This design comes from an exercise in tuning for small area on the open sky130 flow, not from production work.
For this run, only the layout was checked, not whether the RTL still works.
Power figures rest on the tool's default switching activity, not on a simulated workload.

**config.mk**
```make
export PLATFORM = sky130hd
export DESIGN_NAME = obj_track
export DESIGN_NICKNAME = obj_track
export VERILOG_FILES = /design/flow/design.v
export SDC_FILE = /design/flow/constraint.sdc
export NUM_CORES = 4
export LEC_CHECK = 0
export CAP_MARGIN = 20
export CORE_MARGIN = 2
export CORE_UTILIZATION = 40
export PLACE_DENSITY = 0.6
export SLEW_MARGIN = 20
```
**run.sh**
```bash
#!/bin/bash
# synth_recipe.tcl (not shown) runs the flow's synth.tcl, then flattens the netlist and writes it again
# the make line also repeats each setting of config.mk as NAME=value (left out here)
make -C /OpenROAD-flow-scripts/flow DESIGN_CONFIG=/design/flow/config.mk WORK_HOME=/design/flow/orfs CLKGATE_MAP_FILE= SYNTH_SCRIPT=/design/flow/synth_recipe.tcl finish
```
**design.v**
```verilog
module mul_obj_check #(
    parameter H_PIXEL  = 11'd800,
    parameter V_PIXEL  = 10'd600,
    parameter MIN_DISC = 10'd50
) 
(
    input  wire                         sys_clk                    ,
    input  wire                         sys_rst_n                  ,
    input  wire                         pre_hs                     ,
    input  wire                         pre_vs                     ,
    input  wire                         pre_wr_en                  ,
    input  wire                         pre_1bit                   ,
    output wire                         mul_hs                     ,
    output wire                         mul_vs                     ,
    output wire                         mul_wr_en                  ,
    output wire  [687:0]                pos_data_flat    
);
  reg [42:0] pos_data [15:0];
  reg [42:0] pos_data_out [15:0];
  reg vs_r;
  reg vs_fall,vs_rise;
  reg [10:0] cnt_x,cnt_x_r;
  reg [ 9:0] cnt_y,cnt_y_r;
  wire field_valid;
always_ff @(posedge sys_clk or negedge sys_rst_n) begin 
    if(sys_rst_n == 1'b0) begin
        vs_r <= 1'b0;
    end
    else begin
        vs_r <= pre_vs;
    end
end
always_ff @(posedge sys_clk or negedge sys_rst_n) begin : fall
    if(sys_rst_n == 1'b0) begin
    	vs_fall <= 1'b0;
        vs_rise <= 1'b0;
    end
    else if (!pre_vs && vs_r) begin
        vs_fall <= 1'b1;
    end
    else if (!vs_r && pre_vs) begin
        vs_rise <= 1'b1;
    end
    else begin
        vs_fall <= 1'b0;
        vs_rise <= 1'b0;
    end
end
reg wr_en_r,pre_1bit_r;
always @(posedge sys_clk or negedge sys_rst_n) begin
    if(!sys_rst_n) begin
    	wr_en_r <= 1'b0;
        pre_1bit_r <= 1'b0;
    end
    else begin
        wr_en_r <= pre_wr_en;
        pre_1bit_r <= pre_1bit;
    end
end
assign field_valid = ((cnt_x > 20 && cnt_x < (H_PIXEL - 20))&& (cnt_y > 15 && cnt_y < (V_PIXEL - 15))) ? 1'b1 : 1'b0;
always @(posedge sys_clk or negedge sys_rst_n) begin
    if(sys_rst_n == 1'b0) begin
    	cnt_x <= 11'd0;
    end
    else if(pre_wr_en)begin
        if(cnt_x < (H_PIXEL - 1)) begin
            cnt_x <= cnt_x + 1'b1;
        end
        else begin
            cnt_x <= 11'd0;
        end
    end
end
always @(posedge sys_clk or negedge sys_rst_n) begin
    if(sys_rst_n == 1'b0) begin
    	cnt_y <= 10'd0;
    end
    else if ((cnt_x == H_PIXEL - 1) && pre_wr_en) begin
        if (cnt_y < V_PIXEL - 1) begin
            cnt_y <= cnt_y + 1'b1;
        end
        else begin
            cnt_y <= 10'd0;
        end
    end
end
always @(posedge sys_clk or negedge sys_rst_n) begin
    if(!sys_rst_n) begin
    	cnt_x_r <= 11'd0;
        cnt_y_r <= 10'd0;
    end
    else begin
        cnt_x_r <= cnt_x;
        cnt_y_r <= cnt_y;
    end
end
  wire        target_flag [15:0];
  wire [10:0] target_right[15:0];
  wire [10:0] target_left [15:0];
  wire [ 9:0] target_up   [15:0];
  wire [ 9:0] target_down [15:0];
  wire [10:0] pixel_right[15:0];
  wire [10:0] pixel_left [15:0];
  wire [ 9:0] pixel_up   [15:0];
  wire [ 9:0] pixel_down [15:0];
  genvar i;
generate for ( i=0; i<16; i = i + 1) begin :sd
    assign pos_data_flat[43*i +: 43] = pos_data_out[i];
    assign target_flag[i]  = pos_data[i][42];
    assign target_down[i]  = pixel_down[i]  < (V_PIXEL - MIN_DISC)  ? (pixel_down[i] + MIN_DISC)    : (V_PIXEL);
    assign target_right[i] = pixel_right[i] < (H_PIXEL - MIN_DISC)  ? (pixel_right[i] + MIN_DISC)   : H_PIXEL;
    assign target_up[i]    = pixel_up[i]    > (MIN_DISC)            ? (pixel_up[i] - MIN_DISC)      : 10'd0;
    assign target_left[i]  = pixel_left[i]  > (MIN_DISC)            ? (pixel_left[i] - MIN_DISC)    : 11'd0;
    assign pixel_down[i] = pos_data[i][41:32];
    assign pixel_right[i]= pos_data[i][31:21];
    assign pixel_up[i]   = pos_data[i][20:11];
    assign pixel_left[i] = pos_data[i][10:0];
end 
endgenerate
reg [ 3:0]  tar_cnt;
reg [15:0] tar_flag; 
integer j,k;
always @(posedge sys_clk or negedge sys_rst_n) begin
    if(!sys_rst_n) begin
    	for (j =0; j<16; ++j) begin
           pos_data[j] <= 43'd0;
        end
        tar_flag <= 16'd0;
        tar_cnt  <= 4'd0;
    end
    else if(vs_fall) begin
        for (j =0; j<16; ++j) begin  
            pos_data[j] <= 43'd0;
        end
        tar_flag <= 16'd0;
        tar_cnt  <= 4'd0;
    end
    else begin
        if(pre_wr_en && (!pre_1bit) && field_valid)begin
        for (j = 0;j < 16;++j) begin
            if((!target_flag[j]) && (tar_flag != 16'hffff)) begin
                tar_flag[j] <= 1'b1;
            end
            else begin
            if(((cnt_x < target_left[j]) || (cnt_x > target_right[j]) || (cnt_y < target_up[j]) || (cnt_y > target_down[j]))
            && (tar_flag != 16'hffff)) begin
                tar_flag[j] <= 1'b1; 
            end
            else begin
                tar_flag[j] <= 1'b0; 
            end 
            end
        end
    end
        else begin
            tar_flag <= 16'd0; 
        end
        if (wr_en_r && (!pre_1bit_r)&& field_valid) begin
            if (tar_flag == 16'hffff) begin  
            tar_cnt <= tar_cnt + 1'b1;
            pos_data[tar_cnt] <= {1'b1,cnt_y_r,cnt_x_r,cnt_y_r,cnt_x_r};
            tar_flag <= 16'd0;
        end
            else if(tar_flag > 16'd0) begin
            for (k = 0;k < 16;++k ) begin
                if(tar_flag[k] == 1'b0) begin  
                    pos_data[k][42] <= 1'b1;
                    if(cnt_x_r < pos_data[k][10:0]) begin
                        pos_data[k][10:0] <= cnt_x_r; 
                    end
                    else if(cnt_x_r > pos_data[k][31:21]) begin
                        pos_data[k][31:21] <= cnt_x_r; 
                    end
                    else if (cnt_y_r > pos_data[k][41:32]) begin
                        pos_data[k][41:32] <= cnt_y_r; 
                    end
                    else if (cnt_y_r < pos_data[k][20:11]) begin
                        pos_data[k][20:11] <= cnt_y_r; 
                    end
                end
            end
            tar_flag <= 16'd0;
        end
        end
    end
end
integer l;
always @(posedge sys_clk or negedge sys_rst_n) begin
    if(!sys_rst_n) begin
        for (l = 0;l<16 ;++l ) begin
            pos_data_out[l] <= 43'd0;
        end	
    end
    else if(vs_rise) begin
        for (l = 0;l<16 ;++l ) begin
            pos_data_out[l] <= pos_data[l];
        end
    end
    else begin
        for (l = 0;l<16 ;++l ) begin
            pos_data_out[l] <= pos_data_out[l];
        end
    end
end
reg [2:0] vs_reg;
reg [2:0] hs_reg;
reg [2:0] wr_en_reg;
always @(posedge sys_clk or negedge sys_rst_n) begin
    if(!sys_rst_n) begin
    	vs_reg <= 3'd0;
        hs_reg <= 3'd0;
        wr_en_reg <= 3'd0;
    end
    else begin
        vs_reg <= {vs_reg[1],vs_reg[0],pre_vs};
        hs_reg <= {hs_reg[1],hs_reg[0],pre_hs};
        wr_en_reg <= {wr_en_reg[1],wr_en_reg[0],pre_wr_en};
    end
end
assign mul_hs = hs_reg[2];
assign mul_vs = vs_reg[2];
assign mul_wr_en = wr_en_reg[2];
endmodule
module boundary_fusion #(
    parameter H_PIXEL = 'D1024,
    parameter V_PIXEL = 'D768
) 
(
    input wire sys_clk,
    input wire sys_rst_n,
    input wire pre_wr_en,
    input wire pre_hs,
    input wire pre_vs,
    input wire [687:0] pos_data_flat,
    input wire [15:0] cam_data,
    output wire [15:0] fusion_rgb565,
    output reg  fusion_hs,
    output reg  fusion_vs,
    output reg  fusion_wr_en,
    output reg [7:0] fusion_r,
    output reg [7:0] fusion_g,
    output reg [7:0] fusion_b,
    output wire [23:0] fusion_rgb888,
    output reg  [7:0] obj_num
);
  wire [7:0] cam_r = {cam_data[15:11], cam_data[15:13]};
  wire [7:0] cam_g = {cam_data[10:5] , cam_data[10:9] };
  wire [7:0] cam_b = {cam_data[4:0]  , cam_data[4:2]  };
(*keep = 1*)  reg [10:0] cnt_x;
(*keep = 1*)  reg [10:0] cnt_y;
(*keep = 1*)  wire [10:0] boundary_left [15:0];
(*keep = 1*)  wire [10:0] boundary_right [15:0];
(*keep = 1*)  wire [9:0] boundary_up [15:0];
(*keep = 1*)  wire [9:0] boundary_down [15:0];
(*keep = 1*)  wire boundary_flag[15:0];
genvar j;
generate 
    for (j = 0;j<16 ;++j ) begin : shift
        assign boundary_down[j]  = pos_data_flat[43*j+32 +: 10];
        assign boundary_right[j] = pos_data_flat[43*j+21 +: 11];
        assign boundary_up[j]    = pos_data_flat[43*j+11 +: 10];
        assign boundary_left[j]  = pos_data_flat[43*j +: 11];
        assign boundary_flag[j]  = pos_data_flat[43*j+42];
    end
endgenerate
always @(posedge sys_clk or negedge sys_rst_n) begin
    if(!sys_rst_n) begin
    	cnt_x <= 11'd0;
        cnt_y <= 11'd0;
    end
    else if(pre_wr_en) begin
        if (cnt_x < H_PIXEL - 1) begin
            cnt_x <= cnt_x + 1'b1;
            cnt_y <= cnt_y;
        end
        else if (cnt_x == H_PIXEL - 1)begin
            cnt_x <= 11'd0;
            if (cnt_y < V_PIXEL - 1) begin
                cnt_y <= cnt_y + 1'b1;
            end
            else begin
                cnt_y <= 11'd0;
            end
        end
    end
end
wire filed_valid;
assign filed_valid = (((H_PIXEL - 20)>cnt_x && cnt_x>20) && ((V_PIXEL-15)>cnt_y && cnt_y>20)) ? 1'b1 : 1'b0;
wire [15:0] add_flag1_r,add_flag2_r;
reg [15:0] add_flag1,add_flag2;
genvar i;
generate for ( i=0 ;i<16 ;++i ) begin 
    assign add_flag1_r[i] = (boundary_flag[i] && filed_valid && 
     (((cnt_x == boundary_right[i]) || (cnt_x == boundary_left[i]))
        && ((cnt_y <= boundary_down[i]) && (cnt_y >= boundary_up[i])))) ? 1'b1 : 1'b0;
    assign add_flag2_r[i] = (boundary_flag[i] && filed_valid && 
    (((cnt_x <= boundary_right[i]) && (cnt_x >= boundary_left[i]))
        && ((cnt_y == boundary_down[i]) || (cnt_y == boundary_up[i])))) ? 1'b1 : 1'b0;
end
endgenerate
always @(posedge sys_clk or negedge sys_rst_n) begin
    if(!sys_rst_n) begin
    	add_flag1 <= 16'd0;
        add_flag2 <= 16'd0;
    end
    else begin
        add_flag1 <= add_flag1_r;
        add_flag2 <= add_flag2_r;
    end
end
always @(posedge sys_clk or negedge sys_rst_n) begin
    if(!sys_rst_n) begin
    	fusion_r <= 8'd0;
        fusion_g <= 8'd0;
        fusion_b <= 8'd0;
    end
    else begin
            if ((add_flag1!=16'h0000) || (add_flag2!=16'h0000)) begin
                    fusion_r <= 8'd255;
                    fusion_g <= 8'd0;
                    fusion_b <= 8'd0;
            end
            else begin
                fusion_r <= cam_r;
                fusion_g <= cam_g;
                fusion_b <= cam_b;
            end
    end
end
always @(posedge sys_clk or negedge sys_rst_n) begin
    if(!sys_rst_n) begin
    	fusion_hs <= 1'b0;
        fusion_vs <= 1'b0;
        fusion_wr_en <= 1'b0;
    end
    else begin
        fusion_hs <= pre_hs;
        fusion_vs <= pre_vs;
        fusion_wr_en <= pre_wr_en;
    end
end
assign fusion_rgb565 = {fusion_r[7:3],fusion_g[7:2],fusion_b[7:3]};
assign fusion_rgb888 = {fusion_r,fusion_g,fusion_b};
reg [3:0] obj_num_reg1,obj_num_reg2,obj_num_reg3,obj_num_reg4;
reg [3:0] cnt_wait;
always @(posedge sys_clk or negedge sys_rst_n) begin
    if(!sys_rst_n) begin
    	obj_num_reg1 <= 4'd0;
        obj_num_reg2 <= 4'd0;
        obj_num_reg3 <= 4'd0;
        obj_num_reg4  <= 4'd0;
    end
    else begin
        obj_num_reg1 <= boundary_flag[0]+boundary_flag[1]+boundary_flag[2]+boundary_flag[3];
        obj_num_reg2 <= boundary_flag[4]+boundary_flag[5]+boundary_flag[6]+boundary_flag[7];
        obj_num_reg3 <= boundary_flag[8]+boundary_flag[9]+boundary_flag[10]+boundary_flag[11];
        obj_num_reg4 <= boundary_flag[12]+boundary_flag[13]+boundary_flag[14]+boundary_flag[15];
    end
end
always @(posedge sys_clk or negedge sys_rst_n) begin
    if(!sys_rst_n) begin
    	obj_num <= 8'd0;
    end
    else if (( obj_num_reg1 + obj_num_reg2 + obj_num_reg3 + obj_num_reg4) == 0 && cnt_wait!= 4'd2) begin
        obj_num <= obj_num;
    end
    else begin
        obj_num <= obj_num_reg1 + obj_num_reg2 + obj_num_reg3 + obj_num_reg4;
    end
end
always @(posedge sys_clk or negedge sys_rst_n) begin
    if(!sys_rst_n) begin
    	cnt_wait <= 4'd0;
    end
    else if (cnt_wait == 4'd2) begin
        cnt_wait <= 4'd0;
    end
    else begin
        cnt_wait <= cnt_wait + 1'b1;
    end
end
endmodule
module obj_track (
    input  wire        sys_clk,
    input  wire        sys_rst_n,
    input  wire        pre_hs,
    input  wire        pre_vs,
    input  wire        pre_wr_en,
    input  wire        pre_1bit,
    input  wire [15:0] cam_data,
    output wire [15:0] fusion_rgb565,
    output wire        fusion_hs,
    output wire        fusion_vs,
    output wire        fusion_wr_en,
    output wire [7:0]  obj_num
);
    localparam H_PIXEL  = 11'd800;
    localparam V_PIXEL  = 10'd600;
    localparam MIN_DISC = 'd100;
    wire         mul_hs, mul_vs, mul_wr_en;
    wire [687:0] pos_data;
    mul_obj_check #(
        .H_PIXEL  (H_PIXEL),
        .V_PIXEL  (V_PIXEL),
        .MIN_DISC (MIN_DISC)
    ) u_mul_obj_check (
        .sys_clk       (sys_clk),
        .sys_rst_n     (sys_rst_n),
        .pre_hs        (pre_hs),
        .pre_vs        (pre_vs),
        .pre_wr_en     (pre_wr_en),
        .pre_1bit      (pre_1bit),
        .mul_hs        (mul_hs),
        .mul_vs        (mul_vs),
        .mul_wr_en     (mul_wr_en),
        .pos_data_flat (pos_data)
    );
    boundary_fusion #(
        .H_PIXEL (H_PIXEL),
        .V_PIXEL (V_PIXEL)
    ) u_boundary_fusion (
        .sys_clk       (sys_clk),
        .sys_rst_n     (sys_rst_n),
        .pre_wr_en     (mul_wr_en),
        .pre_hs        (mul_hs),
        .pre_vs        (mul_vs),
        .pos_data_flat (pos_data),
        .cam_data      (cam_data),
        .fusion_rgb565 (fusion_rgb565),
        .fusion_hs     (fusion_hs),
        .fusion_vs     (fusion_vs),
        .fusion_wr_en  (fusion_wr_en),
        .fusion_r      (),
        .fusion_g      (),
        .fusion_b      (),
        .fusion_rgb888 (),
        .obj_num       (obj_num)
    );
endmodule
```
**constraint.sdc**
```tcl
create_clock -name core_clock -period 8.0 [get_ports {sys_clk}]
set_input_delay 1.6000 -clock core_clock [delete_from_list [all_inputs] [get_ports {sys_clk}]]
set_output_delay 1.6000 -clock core_clock [all_outputs]
set_load 0.01 [all_outputs]
```
==> load_flow_metrics.sql <==
INSERT INTO impl_metrics (metric_group, metric, value, unit) VALUES
('clock_network', 'cts_root_buf', 'clkbuf_16', ''),
('clock_network', 'clk_pin_slew_worst_paths', '0.06', 'ns'),
('sta', 'finalSetupViolCount', '0', ''),
('yosys', 'post_synthesis_async_set_or_reset_flop_share', '1.00', ''),
('placement', 'placed_cells_incl_taps', '16400', ''),
('critical_path', 'reg2regPathDepth', '7', ''),
('clock_network', 'clk-insertion-delay-late', '0.90', 'ns'),
('final_layout', 'top_regs', 'u_mul_obj_check.pos_data (688), u_mul_obj_check.pos_data_out (688)', ''),
('power_and_ir_drop', 'power_frac_seq', '0.330', ''),
('routing', 'drc', '0', ''),
('routing', 'detail_route.vias_per_cell', '5.81', ''),
('die', 'ioPinCount', '49', ''),
('final_layout', 'final-instance-count-excl-fill', '16700', ''),
('critical_path', 'critPathLaunchType', 'flop', ''),
('sta', 'grt_setup_unrepaired', 'no', ''),
('yosys', 'synth_enable_flop_cells', '0', ''),
('grt', 'grt_first_pass_wirelength', '604000', 'um'),
('final_layout', 'fraction_of_layout_instances_using_a_drive_strength_above_1', '0.0607', ''),
('routing', 'routed_vias', '97100', ''),
('clock_network', 'cts_resized', '0', ''),
('yosys', 'netlist_instances', '12700', ''),
('critical_path', 'critical_path.max_fanout', '23', ''),
('critical_path', 'worst-r2r-setup-slack', '3.32', 'ns'),
('final_layout', 'post_synthesis_to_final_layout_area_growth', '10.4', '%'),
('sta', 'final-max-slew-violation-count', '0', ''),
('job', 'cap_violations', '0', ''),
('sta', 'finalHoldViolations', '0', ''),
('clock_network', 'h-tree-depth', '4', ''),
('grt', 'grt_overflow_total', '0', ''),
('routing', 'post_drt_wl_per_cell', '24.4', 'um'),
('power_and_ir_drop', 'pd_cells', '222', 'mW/mm^2'),
('final_layout', 'layout.core_utilization', '0.443', ''),
('yosys', 'synth.cell_area', '0.115', 'sq mm'),
('grt', 'grt_usage', '0.273', ''),
('critical_path', 'worst_path_max_delay_cell', 'nor3_2', ''),
('critical_path', 'largest_stage_delay_worst_path', '0.93', 'ns'),
('critical_path', 'critPathKind', 'flop to flop', ''),
('clock_network', 'count_of_clock_tree_sinks', '1544', ''),
('routing', 'drt-pass1-iter-count', '6', ''),
('routing', 'drt_first_iter_violations', '9027', ''),
('critical_path', 'cp.depth', '7', ''),
('die', 'fp.dieArea', '0.293', 'sq mm'),
('clock_network', 'clock_tree_from_tritoncts', 'yes', ''),
('sta', 'share_of_the_clock_period_used_by_the_worst_path', '0.586', ''),
('grt', 'vias_in_the_first_global_route', '92100', ''),
('grt', 'grt_max_degree', '188', ''),
('die', 'placementRows', '197', ''),
('yosys', 'synth.distinct_cells', '89', ''),
('routing', 'totalWireLength', '407000', 'um'),
('final_layout', 'final_net_count', '14900', ''),
('die', 'coreArea', '0.287', 'sq mm'),
('placement', 'finalWeightedCongestion', '0.936', ''),
('critical_path', 'timing.critical_path.arrival', '5.45', 'ns'),
('die', 'die_y', '541', 'um'),
('power_and_ir_drop', 'leakage', '59.7', 'nW'),
('clock_network', 'numCtsBuffers', '190', ''),
('critical_path', 'cp_top_family', 'compound AO/OA/AOI/OAI gates', ''),
('status', 'run_status', 'timing/DRC/antenna clean', ''),
('sta', 'minimum_hold_slack', '0.345', 'ns'),
('yosys', 'share_of_synthesized_area_occupied_by_flip_flops_and_latches', '0.335', ''),
('critical_path', 'sum_of_buffers_and_inverters_on_the_critical_path', '0', ''),
('die', 'floorplan.die.width', '541', 'um'),
('power_and_ir_drop', 'pwr-share-clk', '0.316', ''),
('sta', 'maxClockFrequency', '213', 'MHz'),
('grt', 'antenna_found_initial', '23', ''),
('sta', 'timing.clock.skew', '0.0735', 'ns'),
('power_and_ir_drop', 'peakVddDrop', '0.200', 'mV'),
('yosys', 'synth_top_flop_cell', 'dfrtp_1', ''),
('sta', 'slew_headroom', '0.182', ''),
('die', 'floorplan.initialDensity', '0.401', ''),
('critical_path', 'ordered_cell_list_for_the_critical_path', 'or4_1 -> a21oi_1 -> o21ai_1 -> nor3_2 -> o21ai_0 -> a21o_1 -> mux2_2', '');
-- worst min path at each step --
stage | end | slack, ns | depth (start not counted)
after floorplan | u_boundary_fusion.fusion_hs | 0.33 | 0
after global placement | u_mul_obj_check.hs_reg[2] | 0.33 | 0
after detailed placement | u_boundary_fusion.fusion_hs | 0.33 | 0
after CTS | u_boundary_fusion.fusion_hs | 0.35 | 0
after global routing | u_mul_obj_check.hs_reg[1] | 0.37 | 0
final | u_boundary_fusion.fusion_hs | 0.34 | 0
-- power by group through the flow --
stage | clock, mW | sequential (mW) | combinational, mW
after floorplan | 0 | 9.05 | 6.05
after global placement | 0 | 9.43 | 9.60
after detailed placement | 0 | 9.44 | 9.69
after CTS | 9.06 | 9.30 | 9.75
after global routing | 9.35 | 9.37 | 11.0
final | 8.92 | 9.33 | 10.0
-- logic make-up after synthesis --
family | after synthesis | synth area share
and+or+nand+nor | 3533 | 0.147
xor gates and xnor gates | 303 | 0.0230
buffers and inverters | 1707 | 0.0564
DFF | 1544 | 0.335
muxes | 513 | 0.0457
AOI/OAI and AO/OA | 3041 | 0.164
adders and majority gates | 2097 | 0.228
other | 2 | 0.0000651
-- layer usage --
metal / global-route usage / vias up / routed length (um)
met5: 0 / - / 39
met4: 0.108 / 6 / 17800
met3: 0.0444 / 782 / 30700
met2: 0.432 / 3348 / 180000
met1: 0.372 / 47400 / 178000
li1: - / 45600 / -
-- through the flow --
step | setup WS, ns | power (mW) | instance area [sq um]
6_report | 3.32 | 28.2 | 127000
5_1_grt | 3.20 | 29.7 | 127000
4_1_cts | 3.19 | 28.1 | 127000
3_5_place_dp | 3.25 | 19.1 | 121000
3_3_place_gp | 3.21 | 19.0 | 121000
2_1_floorplan | 4.69 | 15.1 | 115000
-- layout make-up --
cell class                      count  area, sq um  area share
Multi-Input combinational cell   9506        70500       0.554
Sequential cell                  1544        38800       0.305
Clock buffer                      257         5430      0.0427
Inverter                         1295         4870      0.0382
Tap cell                         3781         4730      0.0372
Timing Repair Buffer              239         2090      0.0164
Clock inverter                     78          866     0.00680
Antenna cell                        9         22.5    0.000177
-- synth_stat cells (all sizes together) (107+ instances only) --
library cell	number	area, sq um
ha	2088	26100
dfrtp	1544	38600
nand2	1498	5630
inv	1293	4850
o21ai	1136	5690
a21oi	661	3360
nor2	459	1720
mux2i	406	4060
clkbuf	329	1230
nand4	281	1760
nand3	270	1350
a21o	262	1970
xnor2	241	2110
nor3	217	1090
nor2b	184	1150
nand2b	163	1020
a31oi	147	920
o2bb2ai	121	1060
a211oi	110	826
mux2	107	1200
-- placed cells by master, fill, tap and decap left out, drive strengths merged, types with 107 or more instances in the layout --
master | synthesis | layout
a211oi | 110 | 110
a21o | 262 | 262
a21oi | 661 | 661
a31oi | 147 | 147
buf | 83 | 195
clkbuf | 329 | 257
dfrtp | 1544 | 1544
ha | 2088 | 2088
inv | 1293 | 1301
mux2 | 107 | 107
mux2i | 406 | 406
nand2 | 1498 | 1498
nand2b | 163 | 163
nand3 | 270 | 270
nand4 | 281 | 281
nor2 | 459 | 459
nor2b | 184 | 184
nor3 | 217 | 217
o21ai | 1136 | 1136
o2bb2ai | 121 | 121
xnor2 | 241 | 241

## afterwards: timing with drivers on the ports
The results above use ideal ports. As a check the final layout listed here was re-extracted and re-timed, cells and wires unchanged. Step 1 assumes that a clkbuf_16 drives the clock port and a buf_2 every other input. Step 2 times the ports against the registers' clock, not the clock port: input delays grow and output delays shrink by t, the midpoint of the rising clock arrivals with the driver on. Slacks: no drivers / after step 1 / after step 2; pairs: no drivers / after step 1.
shift t [ns]: 0.960
setup slack, ns: 3.315 / 3.315 / 3.315
clock arrival spread, ns: 0.074 / 0.073
worst slew at a driven data input, ns: 0.13
After both steps this run still meets setup and hold. For this run, drivers alone change the setup slack by 0.000 ns; drivers and shift together by 0.000 ns.
